Context: an optimization exercise on an open-source flow, tuned for small area. The choices shown serve that exercise and are no tape-out recipe.
Function was checked by simulation only, so behaviour that the tests miss may differ from the original.
The clock port is modelled as an ideal driver; clocking choices that lean on that would not hold on a real chip.
Power and IR drop assume default switching activity.

## flow/design.v (module list and top-level ports; edited modules follow where they fit)
// module pixel_generation: 1349 lines
module pixel_generation(
    input clk,
    input reset,
    input video_on,
    input [9:0] x, y,
    input KEY_UP, KEY_DOWN, KEY_LEFT, KEY_RIGHT,
    output [11:0] rgb
    );
  // ...
==> flow/flow/run.sh <==
#!/bin/bash
# Layout flow: the standard flow (standard.sh), except that
#  - synthesis maps the logic with an area-oriented ABC script (flow/area.abc)
#    instead of ORFS's delay-oriented one, and without extracting adder
#    cells first (flow/my_synth.tcl),
#  - the buffers synthesis puts on outputs that share a net, and the port
#    buffers, are sky130_fd_sc_hd__buf_1 cells.
# Registers, floorplan, power grid, placement, CTS and routing are the
# standard flow's. All tool output goes to flow_make.log and ORFS's logs.
set -euo pipefail
WORK=$(pwd)
sed "s|SYNTH_SCRIPT=[^ ]*|SYNTH_SCRIPT=$WORK/flow/my_synth.tcl 'BUFFER_PORTS_ARGS=-buffer_cell sky130_fd_sc_hd__buf_1' 'MIN_BUF_CELL_AND_PORTS=sky130_fd_sc_hd__buf_1 A X'|" standard.sh > my_standard.sh
grep -q "SYNTH_SCRIPT=$WORK/flow/my_synth.tcl" my_standard.sh
bash my_standard.sh > flow_make.log 2>&1
==> flow/flow/area.abc <==
strash; &get -n; &dch; &nf -R 1000 -p -F 10 -A 6 -C 32; &put; topo
==> flow/flow/my_synth.tcl <==
proc synth {args} { yosys synth -nofsm -noshare {*}$args }
# area-oriented mapping: same synthesis, own ABC script
set ::my_abc_script [file join [file dirname [file normalize [info script]]] area.abc]
proc abc {args} {
  set i [lsearch -exact $args -script]
  if {$i >= 0} { set args [lreplace $args $i [expr {$i + 1}] -script $::my_abc_script] }
  yosys abc {*}$args
}
# no adder extraction: ABC maps the adders' gates with the rest of the logic
proc extract_fa {args} { }
source $::env(SCRIPTS_DIR)/synth.tcl
# left out here: clear keep_hierarchy, flatten, clean up, hide names made inside functions, write 1_2_yosys.v
==> flow/standard.sh <==
#!/bin/bash
# synth_recipe.tcl (not shown) runs the flow's synth.tcl, then flattens the netlist and writes it again
# the make line also repeats each setting of config.mk as NAME=value (left out here)
make -C /OpenROAD-flow-scripts/flow DESIGN_CONFIG=/design/flow/config.mk WORK_HOME=/design/flow/orfs CLKGATE_MAP_FILE= SYNTH_SCRIPT=/design/flow/synth_recipe.tcl "${@:-finish}"
==> flow/config.mk <==
export PLATFORM = sky130hd
export DESIGN_NAME = pixel_generation
export DESIGN_NICKNAME = pixel_generation
export VERILOG_FILES = /design/flow/design.v
export SDC_FILE = /design/flow/constraint.sdc
export NUM_CORES = 4
export LEC_CHECK = 0
export ABC_AREA = 1
export CAP_MARGIN = 20
export CORE_MARGIN = 2
export CORE_UTILIZATION = 72
export CTS_BUF_LIST = sky130_fd_sc_hd__clkbuf_8
export SLEW_MARGIN = 20
==> flow/constraint.sdc <==
create_clock -name core_clock -period 10.0 [get_ports {clk}]
set_input_delay 2.0000 -clock core_clock [delete_from_list [all_inputs] [get_ports {clk}]]
set_output_delay 2.0000 -clock core_clock [all_outputs]
set_load 0.01 [all_outputs]
==> results.sh, run 1 <==
export IMPL_buf_share_pct=3.730
export IMPL_intPower_mw=0.2308
export IMPL_gr_usage_met3_pct=13.08
export IMPL_status="complete, no violations"
export IMPL_dpl_cell_count=819
export IMPL_boundaryPins=39
export IMPL_path_max_fanout=13
export IMPL_vias=6320
export IMPL_drtPass1Iterations=15
export IMPL_fin_setup_tns_ns=0
export IMPL_cts_buffers=3
export IMPL_holdWs_ns=0.5382
export IMPL_grt_met1_usage_pct=61.05
export IMPL_cts_root_buffer="clkbuf_8"
export IMPL_ff2ff_path_depth=35
export IMPL_grt_use_met2_pct=76.26
export IMPL_viasPerCell=7.670
export IMPL_rsz0062_at_grt="no"
export IMPL_fin_ws_ns=1.031
export IMPL_synth_compound_area_share_pct=37.26
export IMPL_ys_seq_area_share_pct=14.46
export IMPL_die_area_sq_mm=0.006722
export IMPL_syn_nets=739
export IMPL_max_slew_margin_rel_pct=19.66
export IMPL_crit_buf_inv=2
export IMPL_maxCapViolCount=0
==> inputs of run 2 (changes only) <==
--- a/flow/config.mk
+++ b/flow/config.mk
@@ -8,6 +8,7 @@
 export ABC_AREA = 1
 export CAP_MARGIN = 20
 export CORE_MARGIN = 2
-export CORE_UTILIZATION = 72
+export CORE_UTILIZATION = 65
 export CTS_BUF_LIST = sky130_fd_sc_hd__clkbuf_8
+export PLACE_DENSITY = 0.75
 export SLEW_MARGIN = 20
==> run 2 against run 1 <==
  * Still clean on timing, DRC and antenna
  * Clock power decreased by 3%
  * Utilization fell by 6.3 points
  * Maximum frequency is 4.0% lower
  * Sequential cell count is the same
  * Via count fell by 2.1%
  * First-iteration DRC count decreased by 25%
  * Setup slack got worse by 0.37 ns
==> results.sh, run 2 <==
export IMPL_antenna_found_initial=0
export IMPL_synth_common_cells="nor2_1, nand2_1, o21ai_0, a21oi_1, nand3_1"
export IMPL_top_layer_used="met4"
export IMPL_drtPass1Iterations=8
export IMPL_viasPerCell=7.470
export IMPL_synth_cells=712
export IMPL_ys_seq_area_share_pct=14.46
export IMPL_hold_end="sy[5]$_DFF_PP1_"
export IMPL_ys_ff_latch=25
export IMPL_instances_no_fill=828
export IMPL_tightest_slew_ns=0.9531
export IMPL_clock_path_buffers=2
export IMPL_timing_fmax_mhz=107.0
export IMPL_met2_length_mm=7.074
export IMPL_yosys_top_cells_area="dfrtp_1, o21ai_0, nor2_1"
export IMPL_final_fill_count=544
export IMPL_r2r_start="sy[5]$_DFF_PP1_"
export IMPL_nNetsFinal=779
export IMPL_hold_violations=0
export IMPL_worst_setup_path_start_kind="flip-flop"
export IMPL_cp_slowest_cell="o21ai_0"
export IMPL_postCtsSetupBuffers=0
export IMPL_cp_arrival_ns=9.53
export IMPL_num_antenna_cells=0
export IMPL_port_buffers=37
export IMPL_setup_viol=0
export IMPL_dp_hpwl_mm=12.36
export IMPL_rsz0062_at_grt="no"
export IMPL_clkTransAtPathRegs_ns=0.09
export IMPL_regMostFlops="sx"
export IMPL_drt_iter0_markers=966
export IMPL_ys_async_sr_fraction_pct=100.0
export IMPL_layout_common_cells="nor2_1, nand2_1, o21ai_0, a21oi_1, buf_1"
export IMPL_netlist_area_leader_share_pct=10.86
export IMPL_crit_type="flip-flop to flip-flop"
export IMPL_largest_reg_flops=10
export IMPL_wl_met3_mm=2.430
export IMPL_final_common_cell="nor2_1"
export IMPL_syn_nets=739
export IMPL_cts_root_buffer="clkbuf_8"
export IMPL_grt_overflow_total=0
export IMPL_crit_required_ns=10.19
export IMPL_maxCapViolCount=0
export IMPL_ant_nets=0
export IMPL_worstHoldPathType="flip-flop to flip-flop"
export IMPL_p_per_area_mw_per_mm2=107.6
export IMPL_slew_viol_final=0
export IMPL_initial_core_util_pct=68.19
export IMPL_grt_max_degree=29
export IMPL_ys_flop_type="dfrtp_1"
export IMPL_ctsHoldBuffers=0
export IMPL_syn_avg_cell_area_sq_um=6.151
export IMPL_die_width_um=86.08
export IMPL_cts_buffers=3
export IMPL_max_slew_margin_rel_pct=34.82
export IMPL_largestRegisters="sx (10), sy (9), st (3)"
export IMPL_ff_latch_area_sq_um=633.1
export IMPL_die_area_sq_mm=0.007410
export IMPL_r2r_slack_ns=0.66
export IMPL_hold_path_startpoint="sy[5]$_DFF_PP1_"
export IMPL_track_usage_pct=44.05
export IMPL_skew_ns=0.004110
export IMPL_syn2layout_area_growth_pct=6.914
export IMPL_cts_max_level=1
export IMPL_peakVddDrop_mv=0.1211
export IMPL_cts_resized=0
export IMPL_cts_tree="yes"
export IMPL_die_height_um=86.08
export IMPL_num_rows=29
export IMPL_crit_top_cell="o21ai_0"
export IMPL_min_period_over_period_pct=93.43
export IMPL_fin_setup_tns_ns=0
export IMPL_hold_depth=2
export IMPL_grt_pass1_wl_mm=26.57
export IMPL_wire_per_inst_um=19.71
export IMPL_boundaryPins=39
export IMPL_ys_warnings_count=1
export IMPL_wl_met1_mm=6.091
export IMPL_status="complete, no violations"
export IMPL_cp_end_kind="flip-flop"
export IMPL_ff2ff_path_depth=36
export IMPL_drive_gt1_share_pct=2.264
export IMPL_drc=0
export IMPL_wirelength_mm=16.32
export IMPL_core_sq_mm=0.006422
export IMPL_synth_most_common_cell="nor2_1"
export IMPL_multi_input_area_sq_mm=0.003603
export IMPL_r2r_end="sx[8]$_DFF_PP0_"
export IMPL_grt_pass1_vias=5399
export IMPL_post_route_min_period_ns=9.343
export IMPL_vias=6185
export IMPL_ys_types=55
export IMPL_clk_latency_ns=0.28
export IMPL_netlist_area_sq_mm=0.004379
export IMPL_max_stage_delay_ns=0.60
export IMPL_yosys_area_top_type="dfrtp_1"
export IMPL_p_leak_nw=1.585
export IMPL_gp_congestion=1.098
export IMPL_path_max_fanout=16
export IMPL_dpl_cell_count=824
export IMPL_synth_edf_count=0
export IMPL_cts_sinks=25
## run 2: power by group
group	switching [mW]	leakage, nW	internal, mW
clock	0.0340	0.0217	0.0283
sequential	0.0301	0.316	0.114
combinational	0.206	1.25	0.0914
total	0.270	1.58	0.234
## run 2: final cells by class
type,count,share of cell area (%)
clock inverter,1,0.1603
sequential,25,13.52
clock buffer,3,0.8819
timing repair buffer,44,4.089
multi-input combinational,649,76.96
inverter,29,2.325
tap,77,2.058
## run 2: metrics by stage
step / instance area (sq um) / utilization (%) / setup WS [ns] / power (mW) / hold slack [ns]
after global placement: 4633 / 72.14 / 1.369 / 0.4143 / 0.5044
after global routing: 4682 / 72.90 / 0.004439 / 0.5334 / 0.5713
final: 4682 / 72.90 / 0.6569 / 0.5038 / 0.5406
after floorplan: 4379 / - / 2.340 / 0.3295 / 0.4810
after detailed placement: 4633 / 72.14 / 1.176 / 0.4224 / 0.5158
after CTS: 4682 / 72.90 / 1.107 / 0.4857 / 0.5294
## run 2: critical path, delay by kind of cell, from the launching register on
kind | cells | cell delay, ns
simple gates | 17 | 3.69
compound gates | 12 | 2.87
xor+xnor | 4 | 1.51
buf+inv | 3 | 0.74
flops | 1 | 0.43
## run 2: routing by layer
| metal | vias up | global-route usage [%] |
|---|---|---|
| met5 | - | 0 |
| met1 | 2686 | 60.13 |
| met2 | 625 | 69.13 |
| li1 | 2752 | - |
| met4 | 0 | 16.16 |
| met3 | 122 | 8.277 |
## run 2: cell families after synthesis
family | Yosys count | synth area share (%)
fa+ha+maj | 2 | 0.4572
buf+inv | 38 | 3.257
simple gates | 346 | 36.89
mux | 2 | 0.4857
flops | 25 | 14.46
compound gates | 263 | 37.26
xor+xnor | 36 | 7.200
## run 2: worst max-delay path by stage
stage / depth (start not counted) / startpoint / slack (ns) / endpoint
2_1_floorplan: 33 / sy[5]$_DFF_PP1_ / 2.34 / sx[0]$_DFF_PP0_
3_3_place_gp: 36 / sy[5]$_DFF_PP1_ / 1.37 / sx[7]$_DFF_PP0_
3_5_place_dp: 36 / sy[5]$_DFF_PP1_ / 1.18 / sx[8]$_DFF_PP0_
4_1_cts: 36 / sy[5]$_DFF_PP1_ / 1.11 / sx[8]$_DFF_PP0_
5_1_grt: 36 / sy[5]$_DFF_PP1_ / 0.004 / sx[3]$_DFF_PP0_
6_report: 36 / sy[5]$_DFF_PP1_ / 0.66 / sx[8]$_DFF_PP0_
==> inputs of run 3 (changes only) <==
--- a/flow/config.mk
+++ b/flow/config.mk
@@ -10,5 +10,4 @@
 export CORE_MARGIN = 2
 export CORE_UTILIZATION = 65
 export CTS_BUF_LIST = sky130_fd_sc_hd__clkbuf_8
-export PLACE_DENSITY = 0.75
 export SLEW_MARGIN = 20
==> run 3 against run 2 <==
  * Critical path depth is the same
  * Setup slack is the same
  * Total power is the same
  * Register-to-register slack is essentially flat
  * Largest power group unchanged
  * Still clean on timing, DRC and antenna
  * Maximum frequency is the same
  * Clock skew is the same
  * First-iteration DRC count is the same
  * Cell count is the same
==> results.sh, run 3 <==
export IMPL_status="complete, no violations"
export IMPL_netlist_area_leader_share_pct=10.86
export IMPL_final_common_cell="nor2_1"
export IMPL_yosys_area_share_adder_pct=0.4571
export IMPL_grt_met1_usage_pct=60.13
export IMPL_num_rows=29
export IMPL_worst_setup_path_start_kind="flip-flop"
export IMPL_ys_async_sr_fraction_pct=100.0
export IMPL_hold_violations=0
export IMPL_syn_avg_cell_area_sq_um=6.151
export IMPL_regMostFlops="sx"
export IMPL_synth_compound_area_share_pct=37.26
export IMPL_clock_path_buffers=2
export IMPL_skew_ns=0.004110
export IMPL_setup_viol=0
export IMPL_wirelength_mm=16.32
export IMPL_p_per_area_mw_per_mm2=107.6
export IMPL_ys_flop_type="dfrtp_1"
export IMPL_ys_seq_area_share_pct=14.46
export IMPL_synth_common_cells="nor2_1, nand2_1, o21ai_0, a21oi_1, nand3_1"
export IMPL_ys_warnings_count=1
export IMPL_maxCapViolCount=0
export IMPL_cts_max_level=1
export IMPL_syn_nets=739
export IMPL_vias=6185
export IMPL_largestRegisters="sx (10), sy (9), st (3)"
export IMPL_synth_most_common_cell="nor2_1"
export IMPL_nNetsFinal=779
export IMPL_r2r_start="sy[5]$_DFF_PP1_"
export IMPL_cts_sinks=25
export IMPL_grt_max_degree=29
export IMPL_hold_depth=2
export IMPL_pre_cts_ws_ns=1.176
export IMPL_initial_core_util_pct=68.19
export IMPL_grt_use_met2_pct=69.13
export IMPL_ys_ff_latch=25
export IMPL_worstHoldPathType="flip-flop to flip-flop"
export IMPL_boundaryPins=39
export IMPL_grt_overflow_total=0
export IMPL_syn2layout_area_growth_pct=6.914
export IMPL_grt_pass1_vias=5399
export IMPL_final_fill_count=544
export IMPL_cp_end_kind="flip-flop"
export IMPL_hold_path_startpoint="sy[5]$_DFF_PP1_"
export IMPL_dpl_cell_area_sq_mm=0.004633
export IMPL_drtPass1Iterations=8
export IMPL_max_stage_delay_ns=0.60
export IMPL_top_usage_layer="met2"
export IMPL_min_period_over_period_pct=93.43
export IMPL_antenna_found_initial=0
export IMPL_cts_buffers=3
export IMPL_fin_ws_ns=0.6569
export IMPL_post_route_min_period_ns=9.343
export IMPL_drc=0
export IMPL_path_max_fanout=16
export IMPL_postCtsSetupBuffers=0
export IMPL_core_sq_mm=0.006422
export IMPL_largest_reg_flops=10
export IMPL_cts_resized=0
export IMPL_crit_type="flip-flop to flip-flop"
export IMPL_synth_edf_count=0
export IMPL_synth_top_family_by_area="compound AO/OA/AOI/OAI gates"
export IMPL_multi_input_area_sq_mm=0.003603
export IMPL_cp_slowest_cell="o21ai_0"
export IMPL_clk_latency_ns=0.28
export IMPL_muxShareOfSynthArea_pct=0.4857
export IMPL_track_usage_pct=44.05
export IMPL_p_leak_nw=1.585
export IMPL_drt_iter0_markers=966
export IMPL_final_util_pct=72.90
export IMPL_timing_fmax_mhz=107.0
export IMPL_synthSimpleGateAreaFrac_pct=36.89
export IMPL_crit_top_cell="o21ai_0"
export IMPL_num_antenna_cells=0
export IMPL_synthXorXnorAreaFrac_pct=7.200
export IMPL_cts_tree="yes"
export IMPL_peakVddDrop_mv=0.1211
export IMPL_total_power_mw=0.5038
export IMPL_hold_end="sy[5]$_DFF_PP1_"
export IMPL_rsz0062_at_grt="no"
export IMPL_r2r_end="sx[8]$_DFF_PP0_"
export IMPL_slew_viol_final=0
export IMPL_wire_per_inst_um=19.71
export IMPL_r2r_slack_ns=0.66
export IMPL_ant_nets=0
export IMPL_yosys_top_cells_area="dfrtp_1, o21ai_0, nor2_1"
export IMPL_max_slew_margin_rel_pct=34.82
export IMPL_layout_common_cells="nor2_1, nand2_1, o21ai_0, a21oi_1, buf_1"
export IMPL_fin_area_sq_mm=0.004682
export IMPL_gr_usage_met3_pct=8.277
export IMPL_port_buffers=37
export IMPL_ys_types=55
export IMPL_die_width_um=86.08
export IMPL_yosys_area_top_type="dfrtp_1"
export IMPL_ff_latch_area_sq_um=633.1
export IMPL_die_height_um=86.08
export IMPL_drive_gt1_share_pct=2.264
export IMPL_grt_pass1_wl_mm=26.57
export IMPL_netlist_area_sq_mm=0.004379
export IMPL_viasPerCell=7.470
export IMPL_die_area_sq_mm=0.007410
export IMPL_dp_hpwl_mm=12.36
export IMPL_gp_congestion=1.098
export IMPL_crit_required_ns=10.19
export IMPL_cp_arrival_ns=9.53
export IMPL_fin_setup_tns_ns=0
export IMPL_tightest_slew_ns=0.9531
export IMPL_synth_cells=712
export IMPL_ff2ff_path_depth=36
export IMPL_ctsHoldBuffers=0
export IMPL_clkTransAtPathRegs_ns=0.09
export IMPL_cts_root_buffer="clkbuf_8"
run 3: cell counts in the layout (fill, tap and decap cells not counted):
No cell type changed its count.
run 3: per-stage QoR:
stage / instances / hold slack, ns
6_report: 828 / 0.5406
5_1_grt: 828 / 0.5713
4_1_cts: 828 / 0.5294
3_5_place_dp: 824 / 0.5158
3_3_place_gp: 824 / 0.5044
2_1_floorplan: 712 / 0.4810
run 3: critical path: cells and delay by family (launching register included):
family	cells	cell delay, ns
buf+inv	3	0.74
flops	1	0.43
xor+xnor	4	1.51
simple gates	17	3.69
compound gates	12	2.87
run 3: worst max-delay path by stage:
stage	depth (start not counted)	slack, ns	endpoint	start
floorplan	33	2.34	sx[0]$_DFF_PP0_	sy[5]$_DFF_PP1_
global placement	36	1.37	sx[7]$_DFF_PP0_	sy[5]$_DFF_PP1_
detailed placement	36	1.18	sx[8]$_DFF_PP0_	sy[5]$_DFF_PP1_
CTS	36	1.11	sx[8]$_DFF_PP0_	sy[5]$_DFF_PP1_
global route	36	0.004	sx[3]$_DFF_PP0_	sy[5]$_DFF_PP1_
finish	36	0.66	sx[8]$_DFF_PP0_	sy[5]$_DFF_PP1_
run 3: area by class of cell:
cell class,count,area share [%]
clock inverters,1,0.1603
repair buffers,44,4.089
multi-input cells,649,76.96
flip-flops and latches,25,13.52
clock buffers,3,0.8819
inverters,29,2.325
well taps,77,2.058
run 3: logic make-up after synthesis:
logic type | after synthesis
fa+ha+maj | 2
mux | 2
compound gates | 263
xor+xnor | 36
buf+inv | 38
flops | 25
simple gates | 346
run 3: power by group:
part	total (mW)	internal (mW)	switching, mW
logic	0.297	0.0914	0.206
clock network	0.0623	0.0283	0.0340
registers	0.144	0.114	0.0301
run 3: metal layers:
layer | vias up | routed length [um]
met2 | 625 | 7074
met4 | 0 | 724
met5 | - | 0
li1 | 2752 | -
met3 | 122 | 2430
met1 | 2686 | 6091
==> inputs of run 4 (changes only) <==
--- a/flow/config.mk
+++ b/flow/config.mk
@@ -10,4 +10,5 @@
 export CORE_MARGIN = 2
 export CORE_UTILIZATION = 65
 export CTS_BUF_LIST = sky130_fd_sc_hd__clkbuf_8
+export GPL_ROUTABILITY_DRIVEN = 0
 export SLEW_MARGIN = 20
==> run 4 against run 3 <==
  * Maximum frequency rose by 2.0%
  * Critical path depth is 1 lower
  * Utilization down 0.23 points
  * Critical endpoint is now sx[7]$_DFF_PP0_
  * Total power fell by 0.94%
  * Cell area decreased by 0.32%
  * Setup slack better by 0.18 ns
  * Sequential power about the same
==> results.sh, run 4 <==
export IMPL_p_leak_nw=1.577
export IMPL_grt_pass1_wl_mm=26.49
export IMPL_fin_area_sq_mm=0.004667
export IMPL_largestRegisters="sx (10), sy (9), st (3)"
export IMPL_die_height_um=86.08
export IMPL_synthSimpleGateAreaFrac_pct=36.89
export IMPL_synth_compound_area_share_pct=37.26
export IMPL_layout_common_cells="nor2_1, nand2_1, o21ai_0, a21oi_1, buf_1"
export IMPL_port_buffers=37
export IMPL_synthXorXnorAreaFrac_pct=7.200
export IMPL_muxShareOfSynthArea_pct=0.4857
export IMPL_hold_violations=0
export IMPL_drt_iter0_markers=1106
export IMPL_crit_type="flip-flop to flip-flop"
export IMPL_cp_slowest_cell="o21ai_0"
export IMPL_cts_sinks=25
export IMPL_dpl_cell_area_sq_mm=0.004618
export IMPL_p_per_area_mw_per_mm2=106.9
export IMPL_yosys_area_top_type="dfrtp_1"
export IMPL_largest_reg_flops=10
export IMPL_ys_warnings_count=1
export IMPL_ys_flop_type="dfrtp_1"
export IMPL_p_switching_mw=0.2653
export IMPL_path_max_fanout=13
export IMPL_clkTransAtPathRegs_ns=0.09
export IMPL_die_width_um=86.08
export IMPL_status="complete, no violations"
export IMPL_synth_most_common_cell="nor2_1"
export IMPL_clock_path_buffers=2
export IMPL_ff2ff_path_depth=35
export IMPL_max_slew_margin_rel_pct=35.44
export IMPL_yosys_area_share_adder_pct=0.4571
export IMPL_antenna_found_initial=0
export IMPL_drive_gt1_share_pct=2.003
export IMPL_syn_avg_cell_area_sq_um=6.151
export IMPL_yosys_top_cells_area="dfrtp_1, o21ai_0, nor2_1"
export IMPL_crit_start="sy[5]$_DFF_PP1_"
export IMPL_ys_async_sr_fraction_pct=100.0
export IMPL_r2r_slack_ns=0.84
export IMPL_wirelength_mm=16.09
export IMPL_r2r_start="sy[5]$_DFF_PP1_"
export IMPL_final_common_cell="nor2_1"
export IMPL_p_comb_share_pct=58.7
export IMPL_critPathCapture="sx[7]$_DFF_PP0_"
export IMPL_timing_fmax_mhz=109.2
export IMPL_tightest_slew_ns=0.9615
export IMPL_synth_common_cells="nor2_1, nand2_1, o21ai_0, a21oi_1, nand3_1"
export IMPL_viasPerCell=7.518
export IMPL_wire_per_inst_um=19.48
export IMPL_regMostFlops="sx"
export IMPL_num_rows=29
export IMPL_synth_top_family_by_area="compound AO/OA/AOI/OAI gates"
export IMPL_cts_buffers=3
export IMPL_total_power_mw=0.4990
export IMPL_nNetsFinal=777
export IMPL_vias=6210
export IMPL_grt_overflow_total=0
export IMPL_cp_end_kind="flip-flop"
export IMPL_cts_tree="yes"
export IMPL_grt_pass1_vias=5457
export IMPL_slew_viol_final=0
export IMPL_cts_resized=0
export IMPL_crit_required_ns=10.20
export IMPL_switching_share_pct=53.16
export IMPL_clkPwrFrac_pct=12.6
export IMPL_netlist_area_sq_mm=0.004379
export IMPL_ys_types=55
export IMPL_cp_arrival_ns=9.36
export IMPL_netlist_area_leader_share_pct=10.86
export IMPL_die_area_sq_mm=0.007410
export IMPL_worstHoldPathType="flip-flop to flip-flop"
export IMPL_track_usage_pct=43.48
export IMPL_rsz0062_at_grt="no"
export IMPL_postCtsSetupBuffers=0
export IMPL_synth_edf_count=0
export IMPL_intPower_mw=0.2337
export IMPL_core_sq_mm=0.006422
export IMPL_synth_cells=712
export IMPL_post_route_min_period_ns=9.161
export IMPL_drtPass1Iterations=7
export IMPL_min_period_over_period_pct=91.61
export IMPL_num_antenna_cells=0
export IMPL_maxCapViolCount=0
export IMPL_dp_hpwl_mm=12.16
export IMPL_skew_ns=0.007769
export IMPL_initial_core_util_pct=68.19
export IMPL_clk_latency_ns=0.28
export IMPL_grt_max_degree=29
export IMPL_fin_setup_tns_ns=0
export IMPL_crit_top_cell="o21ai_0"
export IMPL_power_share_sequential_pct=28.7
export IMPL_cts_root_buffer="clkbuf_8"
export IMPL_ctsHoldBuffers=0
export IMPL_setup_viol=0
export IMPL_worst_setup_path_start_kind="flip-flop"
export IMPL_peakVddDrop_mv=0.1183
export IMPL_r2r_end="sx[7]$_DFF_PP0_"
export IMPL_syn2layout_area_growth_pct=6.572
export IMPL_syn_nets=739
export IMPL_boundaryPins=39
export IMPL_max_stage_delay_ns=0.62
export IMPL_ys_ff_latch=25
export IMPL_ys_seq_area_share_pct=14.46
export IMPL_cts_max_level=1
export IMPL_drc=0
export IMPL_ant_nets=0
[run 4: kinds of logic after synthesis]
family / Yosys count
DFF: 25
xor gates and xnor gates: 36
buffers and inverters: 38
AOI/OAI and AO/OA: 263
muxes: 2
adders and majority gates: 2
and+or+nand+nor: 346
[run 4: final cells by class]
| cell class | instances | area (sq um) |
|---|---|---|
| inverter | 29 | 108.9 |
| timing repair buffer | 42 | 176.4 |
| clock inverter | 1 | 7.507 |
| fill | 590 | 1755 |
| tap | 77 | 96.34 |
| sequential | 25 | 633.1 |
| clock buffer | 3 | 41.29 |
| multi-input combinational | 649 | 3603 |
[run 4: how the worst min path moves through the flow]
stage / start / endpoint / slack (ns) / cells after the start
after floorplan: sy[5]$_DFF_PP1_ / sy[5]$_DFF_PP1_ / 0.48 / 2
after global placement: sy[5]$_DFF_PP1_ / sy[5]$_DFF_PP1_ / 0.50 / 2
after detailed placement: sy[1]$_DFF_PP1_ / sy[1]$_DFF_PP1_ / 0.53 / 2
after CTS: sy[1]$_DFF_PP1_ / sy[1]$_DFF_PP1_ / 0.54 / 2
after global routing: sy[1]$_DFF_PP1_ / sy[1]$_DFF_PP1_ / 0.56 / 2
final: sy[1]$_DFF_PP1_ / sy[1]$_DFF_PP1_ / 0.55 / 2
[run 4: power groups by stage]
stage	clock network (mW)	registers (mW)	logic (mW)
floorplan	0	0.132	0.197
global placement	0	0.142	0.271
detailed placement	0	0.143	0.277
CTS	0.0627	0.141	0.279
global route	0.0672	0.144	0.319
finish	0.0627	0.143	0.293
[run 4: per-layer routing]
layer  wire length [um]  part of all wire [%]  up-vias  global-route usage, %
met5                  0                     0        -                      0
met4                810                   5.0        0                  17.89
met3               2318                    14      123                  7.507
met2               6925                    43      609                  67.86
met1               6039                    38     2727                  59.21
li1                   -                     -     2751                      -
[run 4: stage by stage]
stage               hold WS (ns)  setup WS (ns)  instances  util (%)
finish                    0.5478         0.8390        826     72.67
global route              0.5636         0.1704        826     72.67
CTS                       0.5419          1.183        826     72.67
detailed placement        0.5286          1.240        822     71.91
global placement          0.5015          1.465        822     71.91
floorplan                 0.4810          2.340        712         -
[run 4: critical path, delay by kind of cell, from the launching register on]
family | cells | cell delay [ns]
compound gates | 12 | 2.88
xor+xnor | 4 | 1.51
buf+inv | 2 | 0.49
flops | 1 | 0.43
simple gates | 17 | 3.76
==> inputs of run 5 (changes only) <==
--- a/flow/flow/run.sh
+++ b/flow/flow/run.sh
@@ -9,6 +9,6 @@
 # standard flow's. All tool output goes to flow_make.log and ORFS's logs.
 set -euo pipefail
 WORK=$(pwd)
-sed "s|SYNTH_SCRIPT=[^ ]*|SYNTH_SCRIPT=$WORK/flow/my_synth.tcl 'BUFFER_PORTS_ARGS=-buffer_cell sky130_fd_sc_hd__buf_1' 'MIN_BUF_CELL_AND_PORTS=sky130_fd_sc_hd__buf_1 A X'|" standard.sh > my_standard.sh
+sed "s|SYNTH_SCRIPT=[^ ]*|SYNTH_SCRIPT=$WORK/flow/my_synth.tcl 'BUFFER_PORTS_ARGS=-buffer_cell sky130_fd_sc_hd__buf_1' 'MIN_BUF_CELL_AND_PORTS=sky130_fd_sc_hd__buf_1 A X' 'CTS_ARGS=-sink_clustering_enable -repair_clock_nets -buf_list sky130_fd_sc_hd__clkbuf_8 -sink_clustering_size 30 -dont_use_dummy_load'|" standard.sh > my_standard.sh
 grep -q "SYNTH_SCRIPT=$WORK/flow/my_synth.tcl" my_standard.sh
 bash my_standard.sh > flow_make.log 2>&1
--- a/flow/config.mk
+++ b/flow/config.mk
@@ -10,5 +10,4 @@
 export CORE_MARGIN = 2
 export CORE_UTILIZATION = 65
 export CTS_BUF_LIST = sky130_fd_sc_hd__clkbuf_8
-export GPL_ROUTABILITY_DRIVEN = 0
 export SLEW_MARGIN = 20
==> run 5 against run 4 <==
  * Total power up 0.17%
  * Combinational power grew 1%
  * Via count is 0.13% lower
  * Setup slack worse by 0.13 ns
  * Critical path type unchanged
  * Highest routed layer unchanged
==> results.sh, run 5 <==
export IMPL_status="complete, no violations"
export IMPL_crit_required_ns=10.19
export IMPL_clk_latency_ns=0.28
export IMPL_drt_iter0_markers=996
export IMPL_crit_top_cell="o21ai_0"
export IMPL_fin_area_sq_mm=0.004674
export IMPL_worstHoldPathType="flip-flop to flip-flop"
export IMPL_final_util_pct=72.78
export IMPL_instances_no_fill=827
export IMPL_ys_ff_latch=25
export IMPL_crit_start="sy[5]$_DFF_PP1_"
export IMPL_clock_path_buffers=2
export IMPL_yosys_area_top_type="dfrtp_1"
export IMPL_hold_path_startpoint="sy[5]$_DFF_PP1_"
export IMPL_gp_congestion=1.098
export IMPL_hold_violations=0
export IMPL_regMostFlops="sx"
export IMPL_ys_seq_area_share_pct=14.46
export IMPL_postCtsSetupBuffers=0
export IMPL_cts_sinks=25
export IMPL_cts_root_buffer="clkbuf_8"
export IMPL_maxCapViolCount=0
export IMPL_p_leak_nw=1.585
export IMPL_switching_share_pct=53.48
export IMPL_total_power_mw=0.4999
export IMPL_min_period_over_period_pct=92.96
export IMPL_gr_usage_met3_pct=8.566
export IMPL_die_height_um=86.08
export IMPL_netlist_area_leader_share_pct=10.86
export IMPL_top_usage_layer="met2"
export IMPL_grt_max_degree=29
export IMPL_dpl_cell_count=824
export IMPL_ys_warnings_count=1
export IMPL_p_comb_share_pct=59.4
export IMPL_yosys_top_cells_area="dfrtp_1, o21ai_0, nor2_1"
export IMPL_timing_fmax_mhz=107.6
export IMPL_cp_slowest_cell="or4_1"
export IMPL_wire_per_inst_um=19.78
export IMPL_track_usage_pct=44.01
export IMPL_netlist_area_sq_mm=0.004379
export IMPL_p_per_area_mw_per_mm2=106.9
export IMPL_largestRegisters="sx (10), sy (9), st (3)"
export IMPL_antenna_found_initial=0
export IMPL_ant_nets=0
export IMPL_synth_common_cells="nor2_1, nand2_1, o21ai_0, a21oi_1, nand3_1"
export IMPL_cp_arrival_ns=9.49
export IMPL_syn_nets=739
export IMPL_max_slew_margin_rel_pct=36.84
export IMPL_final_fill_count=546
export IMPL_fin_ws_ns=0.7041
export IMPL_port_buffers=37
export IMPL_layout_common_cells="nor2_1, nand2_1, o21ai_0, a21oi_1, buf_1"
export IMPL_worst_setup_path_start_kind="flip-flop"
export IMPL_tightest_slew_ns=0.9374
export IMPL_ctsHoldBuffers=0
export IMPL_cts_buffers=3
export IMPL_dpl_cell_area_sq_mm=0.004633
export IMPL_clkTransAtPathRegs_ns=0.09
export IMPL_crit_type="flip-flop to flip-flop"
export IMPL_initial_core_util_pct=68.19
export IMPL_clkPwrFrac_pct=11.7
export IMPL_wirelength_mm=16.36
export IMPL_r2r_start="sy[5]$_DFF_PP1_"
export IMPL_vias=6202
export IMPL_drive_gt1_share_pct=2.133
export IMPL_skew_ns=0.01699
export IMPL_synth_most_common_cell="nor2_1"
export IMPL_ys_types=55
export IMPL_syn2layout_area_growth_pct=6.743
export IMPL_grt_met1_usage_pct=59.95
export IMPL_die_width_um=86.08
export IMPL_num_antenna_cells=0
export IMPL_core_sq_mm=0.006422
export IMPL_rsz0062_at_grt="no"
export IMPL_cp_end_kind="flip-flop"
export IMPL_boundaryPins=39
export IMPL_viasPerCell=7.499
export IMPL_slew_viol_final=0
export IMPL_fin_setup_tns_ns=0
export IMPL_grt_overflow_total=0
export IMPL_synth_edf_count=0
export IMPL_grt_pass1_wl_mm=26.57
export IMPL_max_stage_delay_ns=0.58
export IMPL_cts_resized=0
export IMPL_holdWs_ns=0.5392
export IMPL_syn_avg_cell_area_sq_um=6.151
export IMPL_grt_pass1_vias=5387
export IMPL_grt_use_met2_pct=69.06
export IMPL_ys_flop_type="dfrtp_1"
export IMPL_ys_async_sr_fraction_pct=100.0
export IMPL_die_area_sq_mm=0.007410
export IMPL_p_switching_mw=0.2673
export IMPL_synth_cells=712
export IMPL_pre_cts_ws_ns=1.176
export IMPL_drtPass1Iterations=11
export IMPL_largest_reg_flops=10
export IMPL_setup_viol=0
export IMPL_cts_max_level=1
export IMPL_nNetsFinal=779
export IMPL_peakVddDrop_mv=0.1229
export IMPL_path_max_fanout=16
export IMPL_intPower_mw=0.2326
export IMPL_dp_hpwl_mm=12.36
export IMPL_drc=0
export IMPL_final_common_cell="nor2_1"
export IMPL_post_route_min_period_ns=9.296
export IMPL_num_rows=29
export IMPL_cts_tree="yes"
export IMPL_power_share_sequential_pct=28.9
==> run 5: layout make-up <==
cell class / count / area [sq um] / area share (%)
Tap cell: 77 / 96.34 / 2.061
Timing Repair Buffer: 44 / 191.4 / 4.095
Sequential cell: 25 / 633.1 / 13.54
Inverter: 29 / 108.9 / 2.329
Clock buffer: 3 / 41.29 / 0.8833
Multi-Input combinational cell: 649 / 3603 / 77.09
==> run 5: cell families (layout without fill, tap and decap cells) <==
kind of cell	Yosys count	after routing	synth area share (%)
compound gates	263	263	37.26
buf+inv	38	76	3.257
flops	25	25	14.46
fa+ha+maj	2	2	0.4572
xor+xnor	36	36	7.200
mux	2	2	0.4857
simple gates	346	346	36.89
==> run 5: power groups by stage <==
stage | logic, mW | registers (mW) | clock network (mW)
final | 0.297 | 0.145 | 0.0585
after global routing | 0.322 | 0.146 | 0.0612
after CTS | 0.281 | 0.142 | 0.0592
after detailed placement | 0.279 | 0.144 | 0
after global placement | 0.272 | 0.143 | 0
after floorplan | 0.197 | 0.132 | 0
==> run 5: worst max-delay path, delay by kind of cell (launching register included) <==
kind,cells,cell delay [ns]
AND/OR/NAND/NOR,17,3.67
AO/OA/AOI/OAI,12,2.89
XOR/XNOR,4,1.49
buffers and inverters,3,0.73
flip-flops,1,0.42
==> run 5: routing by layer <==
metal  vias to the layer above  wire (um)
met5                         -          0
met4                         0        755
met3                       121       2438
met2                       606       7002
met1                      2723       6165
li1                       2752          -
==> run 5: path summary, 6_finish.rpt <==
| path | endpoint | slack [ns] | depth (start not counted) |
|---|---|---|---|
| hold / removal | sy[5]$_DFF_PP1_ | 0.54 | 2 |
| hold reg to reg | sy[5]$_DFF_PP1_ | 0.54 | 2 |
| max in group asynchronous | sy[0]$_DFF_PP0_ | 7.80 | 2 |
| setup reg to reg | sx[8]$_DFF_PP0_ | 0.70 | 36 |
| min in group asynchronous | sx[0]$_DFF_PP0_ | 1.76 | 2 |
| setup / recovery | sx[8]$_DFF_PP0_ | 0.70 | 36 |
==> inputs of run 6 (changes only) <==
--- a/flow/flow/run.sh
+++ b/flow/flow/run.sh
@@ -4,7 +4,9 @@
 #    instead of ORFS's delay-oriented one, and without extracting adder
 #    cells first (flow/my_synth.tcl),
 #  - the buffers synthesis puts on outputs that share a net, and the port
-#    buffers, are sky130_fd_sc_hd__buf_1 cells.
+#    buffers, are sky130_fd_sc_hd__buf_1 cells, and
+#  - clock tree synthesis uses sky130_fd_sc_hd__clkbuf_8 and adds no dummy
+#    loads (CTS_ARGS; otherwise ORFS's own clock_tree_synthesis arguments).
 # Registers, floorplan, power grid, placement, CTS and routing are the
 # standard flow's. All tool output goes to flow_make.log and ORFS's logs.
 set -euo pipefail
--- a/flow/config.mk
+++ b/flow/config.mk
@@ -8,6 +8,6 @@
 export ABC_AREA = 1
 export CAP_MARGIN = 20
 export CORE_MARGIN = 2
-export CORE_UTILIZATION = 65
+export CORE_UTILIZATION = 70
 export CTS_BUF_LIST = sky130_fd_sc_hd__clkbuf_8
 export SLEW_MARGIN = 20
==> run 6 against run 5 <==
  * Utilization grew 5.4 points
  * Synthesized cell count is the same
  * Critical path depth did not move
  * Wire length grew 0.46%
  * Highest routed layer unchanged
==> results.sh, run 6 <==
export IMPL_syn_nets=739
export IMPL_antenna_found_initial=0
export IMPL_syn_avg_cell_area_sq_um=6.151
export IMPL_timing_fmax_mhz=105.9
export IMPL_crit_top_cell="o21ai_0"
export IMPL_status="complete, no violations"
export IMPL_ys_seq_area_share_pct=14.46
export IMPL_worst_setup_path_start_kind="flip-flop"
export IMPL_slew_viol_final=0
export IMPL_gp_congestion=1.287
export IMPL_synth_cells=712
export IMPL_final_util_pct=78.20
export IMPL_skew_ns=0.02015
export IMPL_p_leak_nw=1.591
export IMPL_ctsHoldBuffers=0
export IMPL_hold_violations=0
export IMPL_final_fill_count=519
export IMPL_cts_sinks=25
export IMPL_peakVddDrop_mv=0.1657
export IMPL_wire_per_inst_um=19.97
export IMPL_hold_path_startpoint="sy[5]$_DFF_PP1_"
export IMPL_rsz0062_at_grt="no"
export IMPL_tightest_slew_ns=0.9861
export IMPL_ys_types=55
export IMPL_fin_ws_ns=0.5586
export IMPL_initial_core_util_pct=73.10
export IMPL_ff2ff_path_depth=36
export IMPL_ys_flop_type="dfrtp_1"
export IMPL_largestRegisters="sx (10), sy (9), st (3)"
export IMPL_largest_reg_flops=10
export IMPL_drtPass1Iterations=16
export IMPL_max_stage_delay_ns=0.61
export IMPL_max_slew_margin_rel_pct=33.79
export IMPL_die_height_um=83.10
export IMPL_fin_setup_tns_ns=0
export IMPL_cts_tree="yes"
export IMPL_cts_buffers=3
export IMPL_final_common_cell="nor2_1"
export IMPL_r2r_end="sy[4]$_DFF_PP0_"
export IMPL_r2r_slack_ns=0.56
export IMPL_ys_ff_latch=25
export IMPL_grt_pass1_wl_mm=26.83
export IMPL_viasPerCell=7.706
export IMPL_ys_async_sr_fraction_pct=100.0
export IMPL_crit_type="flip-flop to flip-flop"
export IMPL_synth_most_common_cell="nor2_1"
export IMPL_cp_slowest_cell="o21ai_0"
export IMPL_cp_end_kind="flip-flop"
export IMPL_pre_cts_ws_ns=0.9992
export IMPL_layout_common_cells="nor2_1, nand2_1, o21ai_0, a21oi_1, buf_1"
export IMPL_crit_required_ns=10.17
export IMPL_p_per_area_mw_per_mm2=107.5
export IMPL_die_area_sq_mm=0.006905
export IMPL_worstHoldPathType="flip-flop to flip-flop"
export IMPL_r2r_start="sy[5]$_DFF_PP1_"
export IMPL_vias=6342
export IMPL_wirelength_mm=16.44
export IMPL_ys_warnings_count=1
export IMPL_synth_common_cells="nor2_1, nand2_1, o21ai_0, a21oi_1, nand3_1"
export IMPL_setup_viol=0
export IMPL_postCtsSetupBuffers=0
export IMPL_path_max_fanout=18
export IMPL_track_usage_pct=45.77
export IMPL_nNetsFinal=777
export IMPL_maxCapViolCount=0
export IMPL_drt_iter0_markers=1577
export IMPL_cts_resized=0
export IMPL_grt_max_degree=29
export IMPL_core_sq_mm=0.005991
export IMPL_grt_pass1_vias=5484
export IMPL_netlist_area_leader_share_pct=10.86
export IMPL_boundaryPins=39
export IMPL_port_buffers=37
export IMPL_clkTransAtPathRegs_ns=0.08
export IMPL_hold_depth=2
export IMPL_drive_gt1_share_pct=2.005
export IMPL_hold_end="sy[5]$_DFF_PP1_"
export IMPL_die_width_um=83.10
export IMPL_synth_edf_count=0
export IMPL_regMostFlops="sx"
export IMPL_cp_arrival_ns=9.61
export IMPL_drc=0
export IMPL_netlist_area_sq_mm=0.004379
export IMPL_grt_overflow_total=0
export IMPL_yosys_top_cells_area="dfrtp_1, o21ai_0, nor2_1"
export IMPL_num_rows=28
export IMPL_yosys_area_top_type="dfrtp_1"
export IMPL_dp_hpwl_mm=12.38
export IMPL_clk_latency_ns=0.28
export IMPL_min_period_over_period_pct=94.41
export IMPL_syn2layout_area_growth_pct=6.971
export IMPL_ant_nets=0
export IMPL_post_route_min_period_ns=9.441
export IMPL_num_antenna_cells=0
-- run 6: final cells by class --
class / instances / area, sq um / share of cell area, %
multi-input combinational: 649 / 3611 / 77.08
clock buffer: 3 / 41.29 / 0.8814
inverter: 29 / 108.9 / 2.324
tap: 75 / 93.84 / 2.003
sequential: 25 / 633.1 / 13.51
timing repair buffer: 42 / 196.4 / 4.193
-- run 6: critical path, delay by kind of cell (launching register included) --
kind / cells / cell delay (ns)
AND/OR/NAND/NOR: 17 / 3.66
buffers and inverters: 3 / 0.68
flip-flops: 1 / 0.42
XOR/XNOR: 4 / 1.50
AO/OA/AOI/OAI: 12 / 3.06
-- run 6: cell families (layout without fill, tap and decap cells) --
kind of cell	Yosys count	after routing	share of synthesized area (%)
buffers and inverters	38	74	3.257
muxes	2	2	0.4857
adders and majority gates	2	2	0.4572
xor gates and xnor gates	36	36	7.200
DFF	25	25	14.46
AOI/OAI and AO/OA	263	263	37.26
and+or+nand+nor	346	346	36.89
-- run 6: power by group --
group | internal, mW | switching [mW]
sequential | 0.114 | 0.0313
combinational | 0.0908 | 0.207
clock | 0.0270 | 0.0328
total | 0.232 | 0.272
-- run 6: per-stage QoR --
| stage | instance area (sq um) | power (mW) | hold slack [ns] | cells |
|---|---|---|---|---|
| after floorplan | 4379 | 0.3295 | 0.4810 | 712 |
| after global placement | 4608 | 0.4103 | 0.5044 | 819 |
| after detailed placement | 4608 | 0.4205 | 0.5267 | 819 |
| after CTS | 4649 | 0.4794 | 0.5383 | 822 |
| after global routing | 4684 | 0.5301 | 0.5515 | 823 |
| final | 4684 | 0.5035 | 0.5460 | 823 |
-- run 6: layer usage --
metal	vias to the layer above	part of all wire (%)	wire length [um]	GRT usage [%]
met2	690	41	6732	66.94
met3	176	16	2710	15.01
met4	0	5.7	939	14.75
met5	-	0	0	0
met1	2709	37	6054	63.54
li1	2767	-	-	-
-- run 6: how the worst max path moves through the flow --
stage                                  to  slack [ns]            start
after floorplan           sx[0]$_DFF_PP0_        2.34  sy[5]$_DFF_PP1_
after global placement    sx[7]$_DFF_PP0_        1.37  sy[5]$_DFF_PP1_
after detailed placement  sy[4]$_DFF_PP0_         1.0  sy[5]$_DFF_PP1_
after CTS                 sy[4]$_DFF_PP0_        0.94  sy[5]$_DFF_PP1_
after global routing      sy[6]$_DFF_PP0_       0.007  sy[5]$_DFF_PP1_
final                     sy[4]$_DFF_PP0_        0.56  sy[5]$_DFF_PP1_

-- re-timing with driven ports --
The results above use ideal ports. As a check the final layouts listed here were re-extracted and re-timed, cells and wires unchanged.
Step 1 (the two cells are an assumption about what drives the block):
set clk [get_ports {clk}]
set_driving_cell -lib_cell sky130_fd_sc_hd__clkbuf_16 $clk
set_driving_cell -lib_cell sky130_fd_sc_hd__buf_2 [delete_from_list [all_inputs] $clk]
Step 2 times the ports against the registers' clock, not the clock port: input delays grow and output delays shrink by t, the midpoint of the rising clock arrivals with the driver on.
Slacks: no drivers / after step 1 / after step 2; pairs: no drivers / after step 1.
| run | t (ns) | setup slack, ns | hold WS [ns] | worst setup path at the end | worst register clock-pin slew, ns |
|---|---|---|---|---|---|
| run 1 | 0.304 | 1.031 / 1.031 / 1.031 | 0.538 / 0.538 / 0.538 | register to register | 0.10 / 0.10 |
| run 2 | 0.309 | 0.657 / 0.657 / 0.657 | 0.541 / 0.541 / 0.541 | register to register | 0.09 / 0.09 |
| run 3 | 0.309 | 0.657 / 0.657 / 0.657 | 0.541 / 0.541 / 0.541 | register to register | 0.09 / 0.09 |
| run 4 | 0.308 | 0.839 / 0.839 / 0.839 | 0.548 / 0.548 / 0.548 | register to register | 0.09 / 0.09 |
| run 5 | 0.304 | 0.704 / 0.704 / 0.704 | 0.539 / 0.539 / 0.539 | register to register | 0.09 / 0.09 |
| run 6 | 0.302 | 0.559 / 0.559 / 0.559 | 0.546 / 0.546 / 0.546 | register to register | 0.10 / 0.10 |
After both steps setup and hold are still met in every run listed.
